This design comes from an exercise in tuning for small area, a short achievable clock period and few clock cycles per item on the open sky130 flow, not from production work. In this exercise RTL edits were held to simulation tests only and were not proved equivalent to the original. Power is estimated from default activity; no workload was simulated.

### design.v
module add_sk #(parameter W=8)
(
    input  [W-1:0] a, b,
    input          ci,
    output [W-1:0] s,
    output         co
);
localparam L = (W > 1) ? $clog2(W) : 1;
wire [W-1:0] g [0:L];
wire [W-1:0] p [0:L];
wire [W-1:0] p0 = a ^ b;
assign g[0] = (a & b) | {{(W-1){1'b0}}, p0[0] & ci};
assign p[0] = p0;
genvar l, i;
generate for (l = 0; l < L; l = l + 1) begin : g_lvl
    for (i = 0; i < W; i = i + 1) begin : g_bit
        if ((i >> l) & 1) begin : g_op
            localparam integer J = ((i >> l) << l) - 1;
            assign g[l+1][i] = g[l][i] | (p[l][i] & g[l][J]);
            assign p[l+1][i] = p[l][i] & p[l][J];
        end else begin : g_pass
            assign g[l+1][i] = g[l][i];
            assign p[l+1][i] = p[l][i];
        end
    end
end endgenerate
assign s  = p0 ^ {g[L][W-2:0], ci};
assign co = g[L][W-1];
endmodule
module csa #(parameter W=8)
(
    input  [W-1:0] x, y, z,
    output [W-1:0] s, c       
);
assign s = x ^ y ^ z;
wire [W-1:0] m = (x & y) | (x & z) | (y & z);
assign c = {m[W-2:0], 1'b0};
endmodule
module uint_div #(parameter WIDTH=38)
(
    input  [WIDTH-1:0] rem_in,      
    input              bit_in,      
    input  [WIDTH-1:0] div,         
    output [WIDTH-1:0] rem_out,     
    output             q            
);
wire [WIDTH:0] a = {rem_in, bit_in};
wire [WIDTH:0] d;
add_sk #(.W(WIDTH+1)) i_sub (.a(a), .b(~{1'b0, div}), .ci(1'b1), .s(d), .co(q));
assign rem_out = q ? d[WIDTH-1:0] : a[WIDTH-1:0];
endmodule
module add_bk #(parameter W=8)
(
    input  [W-1:0] a, b,
    input          ci,
    output [W-1:0] s,
    output         co
);
localparam L = (W > 1) ? $clog2(W) : 1;
localparam NS = 2 * L;                        
wire [W-1:0] g [0:NS];
wire [W-1:0] p [0:NS];
wire [W-1:0] p0 = a ^ b;
assign g[0] = (a & b) | {{(W-1){1'b0}}, p0[0] & ci};
assign p[0] = p0;
genvar l, i;
generate
    for (l = 0; l < L; l = l + 1) begin : g_up
        for (i = 0; i < W; i = i + 1) begin : g_bit
            if (((i + 1) % (2 << l)) == 0) begin : g_op
                assign g[l+1][i] = g[l][i] | (p[l][i] & g[l][i - (1 << l)]);
                assign p[l+1][i] = p[l][i] & p[l][i - (1 << l)];
            end else begin : g_pass
                assign g[l+1][i] = g[l][i];
                assign p[l+1][i] = p[l][i];
            end
        end
    end
    for (l = 0; l < L; l = l + 1) begin : g_dn
        for (i = 0; i < W; i = i + 1) begin : g_bit
            if ((L - 1 - l) >= 0 && i >= (3 << (L - 1 - l)) - 1 &&
                ((i + 1 - (1 << (L - 1 - l))) % (2 << (L - 1 - l))) == 0) begin : g_op
                assign g[L+l+1][i] = g[L+l][i] | (p[L+l][i] & g[L+l][i - (1 << (L - 1 - l))]);
                assign p[L+l+1][i] = p[L+l][i] & p[L+l][i - (1 << (L - 1 - l))];
            end else begin : g_pass
                assign g[L+l+1][i] = g[L+l][i];
                assign p[L+l+1][i] = p[L+l][i];
            end
        end
    end
endgenerate
assign s  = p0 ^ {g[NS][W-2:0], ci};
assign co = g[NS][W-1];
endmodule
module si570_math
(
    input             clk, resetn,
    input      [47:0] old_si570_regs,
    output     [47:0] new_si570_regs,
    output     [31:0] fxtal,
    input             start,
    output            idle
);
localparam S1  = 2;
localparam NI  = 6;
localparam NC1 = (NI + 32) / S1;           
localparam NCS = 32 / S1;                  
localparam S2  = 3;
localparam NC2 = 42 / S2;                  
wire[ 2:0] in_hs  = old_si570_regs[47:45];
wire[ 6:0] in_n1  = old_si570_regs[44:38];
wire[37:0] in_rf  = old_si570_regs[37:0];
reg        busy;
reg        prep;         
reg [4:0]  cnt;          
reg [37:0] rf;           
reg [10:0] k;            
reg [37:0] p1;           
reg [31:0] fq;           
reg [10:0] p2;           
reg [41:0] qd;           
assign fxtal          = fq;
assign new_si570_regs = {3'd0, 7'd3, qd[37:0]};
assign idle           = ~busy & ~start;
wire [33:0] mt0 = {k, 23'd0};
wire [33:0] mt1 = {3'd0, k, 20'd0};
wire [33:0] mt2 = {5'd0, k, 18'd0};
wire [33:0] mt3 = {7'd0, k, 16'd0};
wire [33:0] mt4 = {14'd0, k, 9'd0};
wire [33:0] mt5 = {15'd0, k, 8'd0};
wire [33:0] mt6 = ~{20'd0, k, 3'd0};      
wire [33:0] mt7 = {23'd0, k};
wire [33:0] ms1, mc1, ms2, mc2, ms3, mc3, ms4, mc4, ms5, mc5, ms6, mc6, m;
csa #(34) i_m1 (mt0, mt1, mt2, ms1, mc1);
csa #(34) i_m2 (mt3, mt4, mt5, ms2, mc2);
csa #(34) i_m3 (ms1, mc1, ms2, ms3, mc3);
csa #(34) i_m4 (mc2, mt6, mt7, ms4, mc4);
csa #(34) i_m5 (ms3, mc3, ms4, ms5, mc5);
csa #(34) i_m6 (ms5, mc5, mc4, ms6, mc6);
add_bk #(34) i_m (.a(ms6), .b(mc6), .ci(1'b1), .s(m), .co());
wire skip = (rf[37:34] != 0)
          | ((rf[37:33] != 0) && (k <= 11'd879))
          | ((rf[37:31] != 0) && (k <= 11'd219))
          | ((rf[37:29] != 0) && (k <= 11'd54));
wire [43:0] es, ec, e;
csa #(44) i_e1 ({1'b0, rf, 5'd0}, {6'd0, rf}, {34'd0, k[10:1]}, es, ec);
add_bk #(44) i_e (.a(es), .b(ec), .ci(1'b0), .s(e), .co());
wire int_phase = (cnt > NC1 - 1 - NI / S1);
wire rf_phase = (cnt <= NCS - 1) && (cnt >= NCS - NC2);
wire [37:0] r1 [0:S1];
wire [S1-1:0] q1;
assign r1[0] = p1;
genvar g;
generate for (g = 0; g < S1; g = g + 1) begin : g_div1
    uint_div #(.WIDTH(38)) u_step (
        .rem_in (r1[g]),
        .bit_in (fq[31-g] & int_phase),
        .div    (rf),
        .rem_out(r1[g+1]),
        .q      (q1[S1-1-g])
    );
end endgenerate
wire [10:0] r2 [0:S2];
wire [S2-1:0] q2;
assign r2[0] = p2;
generate for (g = 0; g < S2; g = g + 1) begin : g_div2
    uint_div #(.WIDTH(11)) u_step (
        .rem_in (r2[g]),
        .bit_in (qd[41-g]),
        .div    (k),
        .rem_out(r2[g+1]),
        .q      (q2[S2-1-g])
    );
end endgenerate
always @(posedge clk) begin
    if (resetn == 0) begin
        busy <= 1'b0;
        prep <= 1'b0;
    end else if (!busy) begin
        if (start) begin
            rf   <= in_rf;
            k    <= ({1'b0, in_hs} + 4'd4) * ({1'b0, in_n1} + 8'd1);
            busy <= 1'b1;
            prep <= 1'b1;
        end
    end else if (prep) begin
        if (skip) begin
            p1        <= {4'd0, m};
            fq[31:26] <= 6'd0;
            cnt       <= NCS - 1;
        end else begin
            p1        <= m[33:NI];
            fq[31:26] <= m[NI-1:0];
            cnt       <= NC1 - 1;
        end
        {p2, qd}  <= {9'd0, e};
        prep      <= 1'b0;
    end else begin
        p1  <= r1[S1];
        fq  <= {fq[31-S1:0], q1};
        if (rf_phase) begin
            p2   <= r2[S2];
            qd   <= {qd[41-S2:0], q2};
        end
        cnt <= cnt - 1;
        if (cnt == 0) busy <= 1'b0;
    end
end
endmodule
### run.sh
#!/bin/bash
# synth_recipe.tcl (not shown) runs the flow's synth.tcl, then flattens the netlist and writes it again
# the make line also repeats each setting of config.mk as NAME=value (left out here)
make -C /OpenROAD-flow-scripts/flow DESIGN_CONFIG=/design/flow/config.mk WORK_HOME=/design/flow/orfs CLKGATE_MAP_FILE= SYNTH_SCRIPT=/design/flow/synth_recipe.tcl finish
### config.mk
export PLATFORM = sky130hd
export DESIGN_NAME = si570_math
export DESIGN_NICKNAME = si570_math
export VERILOG_FILES = /design/flow/design.v
export SDC_FILE = /design/flow/constraint.sdc
export NUM_CORES = 4
export LEC_CHECK = 0
export CAP_MARGIN = 20
export CORE_MARGIN = 2
export CORE_UTILIZATION = 40
export SETUP_SLACK_MARGIN = 0.2
export SLEW_MARGIN = 20
### constraint.sdc
create_clock -name core_clock -period 6.5 [get_ports {clk}]
set_input_delay 1.3000 -clock core_clock [delete_from_list [all_inputs] [get_ports {clk}]]
set_output_delay 1.3000 -clock core_clock [all_outputs]
set_load 0.01 [all_outputs]
==> flow_metrics.py <==
metrics = {
    "placement": {
        "io_buffers": 121,
        "dpl.hpwl_mm": 41.24,
        "routabilityCongestion": 0.8806,
        "place_inst": 2656,
    },
    "power": {
        "p_leak_uw": 0.01047,
        "power.net_switching_uw": 4886,
        "power.share.clock_pct": 9.9,
        "power.density_mw_per_mm2": 476.0,
        "switching_share_pct": 44.36,
        "combPwrFrac_pct": 74.5,
        "power_frac_seq_pct": 15.6,
        "vdd_drop_max_mv": 0.5925,
        "intPower_uw": 6128,
    },
    "clock_tree": {
        "cts_tree": "done",
        "hold_buffers": 0,
        "clk_path_buf_depth": 2,
        "numCtsBuffers": 17,
        "root_buffer": "clkbuf_16",
        "clock_latency_ps": 510,
        "cts_num_sinks": 179,
        "cts_htree_levels": 4,
        "clkSlewWorstSetupHoldPaths_ps": 80,
    },
    "floorplanning": {
        "row_count": 80,
        "initial_core_util_pct": 40.58,
        "die_area_mm2": 0.05021,
        "dieWidth_um": 224.1,
        "die_h_um": 224.1,
        "io_pins": 132,
        "coreArea_mm2": 0.04775,
    },
    "timing": {
        "fmax_mhz": 155.8,
        "report.final.hold_viol_count": 0,
        "hold_slack_ps": 453.6,
        "period_needed_ps": 6417,
        "finalCritPeriodShare_pct": 98.73,
        "skew_ps": 11.68,
        "setup-violations-final": 0,
        "slew_viol_final": 0,
        "tightest_slew_ps": 890.1,
        "rsz0062_at_grt": "yes",
        "slew_headroom_pct": 40.66,
    },
    "cells_and_area": {
        "drive_above_1_share_pct": 15.52,
        "layoutNonFillerInstCount": 2729,
        "fillCellCount": 4329,
        "utilization_pct": 48.46,
        "syn_to_final_growth_pct": 19.44,
        "fin_nets": 2566,
    },
    "yosys": {
        "yosys_warnings": 5,
        "post_synth_mux_area_share_pct": 7.169,
        "yosys.cell_types.count": 76,
        "synth_simple_gate_area_share_pct": 7.937,
        "synth-seq-area-share_pct": 27.64,
        "synth_flop_cell": "edfxtp_1",
        "netlist.area_leader.share_pct": 27.43,
        "syn_area_mm2": 0.01937,
        "yosysTopAreaCell": "edfxtp_1",
        "synth_compound_area_share_pct": 12.96,
        "synth_edf_count": 177,
        "synth_xor_xnor_area_share_pct": 5.651,
        "syn_avg_cell_area_um2": 10.23,
        "yosys-top-cells-area": "edfxtp_1 (27%), ha_1 (20%), fa_1 (10%)",
        "yosys.area_share.adder_pct": 30.68,
        "synth_top_family_by_area": "adder cells",
        "async_flop_share_pct": 0,
        "ys_ff_latch": 179,
        "synth_cells": 1894,
    },
    "worst_setup_path": {
        "crit_slowest_cell": "or4_4",
        "path_class": "register to register",
        "endpoint_kind": "register",
        "crit_fanout": 5,
        "arrival_ps": 6650,
        "critPathRequiredTime_ps": 6730,
        "startpoint_type": "register",
        "critPathMaxStageDelay_ps": 460,
    },
    "route": {
        "dr_total_vias": 14700,
        "dr.pass1.iters": 5,
        "dr.first_iter.drc_count": 729,
        "final_antenna_net_count": 0,
        "wl_per_cell_um": 19.40,
        "totalWireLength_mm": 52.94,
        "viasPerCell": 5.387,
        "drc_errors": 0,
    },
    "run_status": {
        "status": "timing/DRC/antenna clean",
    },
    "global_route": {
        "grt_start_max_net_pins": 70,
        "grt_use_total_pct": 21.49,
        "first_global_vias": 15290,
        "grt_pass1_wl_mm": 82.46,
        "grt_overflow": 0,
        "antenna_found_initial": 2,
    },
    "min_path": {
        "hp-class": "register to register",
    },
    "job": {
        "drv_cap": 0,
    },
}
## final cells by class
class                   count  area, um^2  area share (%)
flip-flops and latches    179        5359           23.16
repair buffers            268        2491           10.77
diodes                      1       2.502         0.01081
clock inverters            15       161.4          0.6975
multi-input cells        1372       12940           55.94
clock buffers              17       425.4           1.838
inverters                 262       985.9           4.261
well taps                 615       769.5           3.325
## cells in the final DEF, fill, tap and decap left out, types with 10 or more instances in the layout
| master | netlist | final |
|---|---|---|
| ha_1 | 315 | 307 |
| inv_1 | 261 | 255 |
| edfxtp_1 | 177 | 177 |
| buf_4 | 48 | 127 |
| clkdlybuf4s50_1 | 0 | 121 |
| fa_1 | 100 | 94 |
| a21oi_1 | 97 | 93 |
| nand2_1 | 82 | 81 |
| nor2_1 | 85 | 80 |
| xnor2_1 | 78 | 78 |
| mux2i_1 | 69 | 65 |
| o21ai_0 | 63 | 57 |
| mux2_2 | 60 | 57 |
| a21o_1 | 54 | 54 |
| xor2_1 | 47 | 47 |
| nand3_1 | 33 | 29 |
| nor3_1 | 27 | 26 |
| o21bai_1 | 19 | 18 |
| clkbuf_16 | 0 | 18 |
| nor2b_1 | 17 | 16 |
| and2_1 | 14 | 14 |
| o21a_1 | 14 | 14 |
| and3_1 | 14 | 14 |
| nand2b_1 | 14 | 14 |
| a211oi_1 | 17 | 12 |
| o211ai_1 | 10 | 10 |
| conb_1 | 2 | 10 |
## synthesized netlist by cell type, types with 5 or more instances
cell,n
a211oi_1,17
a21boi_0,6
a21o_1,54
a21oi_1,97
a221oi_1,5
a311o_1,6
a31oi_1,8
and2_1,14
and3_1,14
and4_1,5
buf_2,6
buf_4,48
clkbuf_1,29
edfxtp_1,177
fa_1,100
ha_1,315
inv_1,261
mux2_2,60
mux2i_1,69
nand2_1,82
nand2b_1,14
nand3_1,33
nand4_1,7
nor2_1,85
nor2b_1,17
nor3_1,27
o211a_1,5
o211ai_1,10
o21a_1,14
o21ai_0,63
o21bai_1,19
o221ai_1,5
o31ai_1,9
or2_2,8
xnor2_1,78
xor2_1,47
## registers in the layout (all words and copies together), names as in the netlist
name and cells:
qd 42, cnt 5, k 11, prep 1
fq 32, p2 11, p1 38, rf 38
busy 1
## final timing paths
check / end / cells after the start / start / slack [ps]
min: fq[8] / 0 / fq[6] / 450
max: p1[13] / 28 / cnt[0] / 80
min reg2reg: fq[8] / 0 / fq[6] / 450
max reg2reg: p1[13] / 28 / cnt[0] / 80
## critical path: cells and delay by family, from the launching register on
| family | cells | cell delay, ps |
|---|---|---|
| xor+xnor | 1 | 170 |
| simple gates | 5 | 1140 |
| mux | 3 | 580 |
| compound gates | 9 | 1820 |
| flops | 1 | 420 |
| buf+inv | 5 | 600 |
| fa+ha+maj | 5 | 1410 |
## power by group through the flow
stage	clock network, uW	registers, uW	logic [uW]
final	1090	1720	8200
after floorplan	0	1720	5350
after global routing	1160	1740	9050
after detailed placement	0	1750	7400
after global placement	0	1740	7210
after CTS	1120	1720	7680
## metal layers
metal | up-vias | share of wire, % | track usage (%) | routed length, um
met5 | - | 0 | 0 | 0
met4 | 0 | 3.4 | 9.527 | 1801
met3 | 93 | 5.3 | 4.053 | 2792
met2 | 388 | 47 | 35.89 | 24900
met1 | 7169 | 44 | 27.04 | 23450
li1 | 7050 | - | - | -
## stage by stage
stage / power, uW / cell area (um^2) / setup WS, ps / setup TNS (ps)
global route: 11940 / 23140 / -225.0 / -4891
global placement: 8953 / 21840 / -71.95 / -590.4
CTS: 10520 / 22800 / 175.5 / 0
detailed placement: 9144 / 21840 / -198.9 / -3656
floorplan: 7066 / 19580 / -61.37 / -182.5
finish: 11010 / 23140 / 82.52 / 0
## logic make-up after synthesis
| family | count (synthesis) |
|---|---|
| muxes | 131 |
| AOI/OAI and AO/OA | 371 |
| other | 2 |
| and+or+nand+nor | 320 |
| DFF | 179 |
| xor gates and xnor gates | 125 |
| buffers and inverters | 351 |
| adders and majority gates | 415 |
## timing repair
action / CTS / global route
gates resized for setup: 26 / 52
setup buffers: 27 / 10
gates cloned: 2 / 1
endpoints found under the setup margin: 50 / 50
pin swaps: 21 / 27
Testbench counts, summed over its fixed seeds: cycles 7,188, items 384.

re-timing with driven ports:
The results above use ideal ports. As a check the final layout listed here was re-extracted and re-timed, cells and wires unchanged.
Step 1, drivers: a clkbuf_16 drives clk and a buf_2 each remaining input, both assumed.
Step 2, shift: input delay + t, output delay - t, t = (earliest + latest rising clock arrival at the registers) / 2. This alone moves slack from input paths to output paths.
Slacks: no drivers / after step 1 / after step 2; pairs: no drivers / after step 1.
t (ns): 0.557
setup WS [ns]: 0.083 / 0.083 / 0.083
slew at the worst register clock pin (ns): 0.08 / 0.08
pins driven straight from the clock port: 1
After both steps setup and hold are still met in this run. The setup slack of this run moves by 0.000 ns with the drivers and by 0.000 ns with both steps.
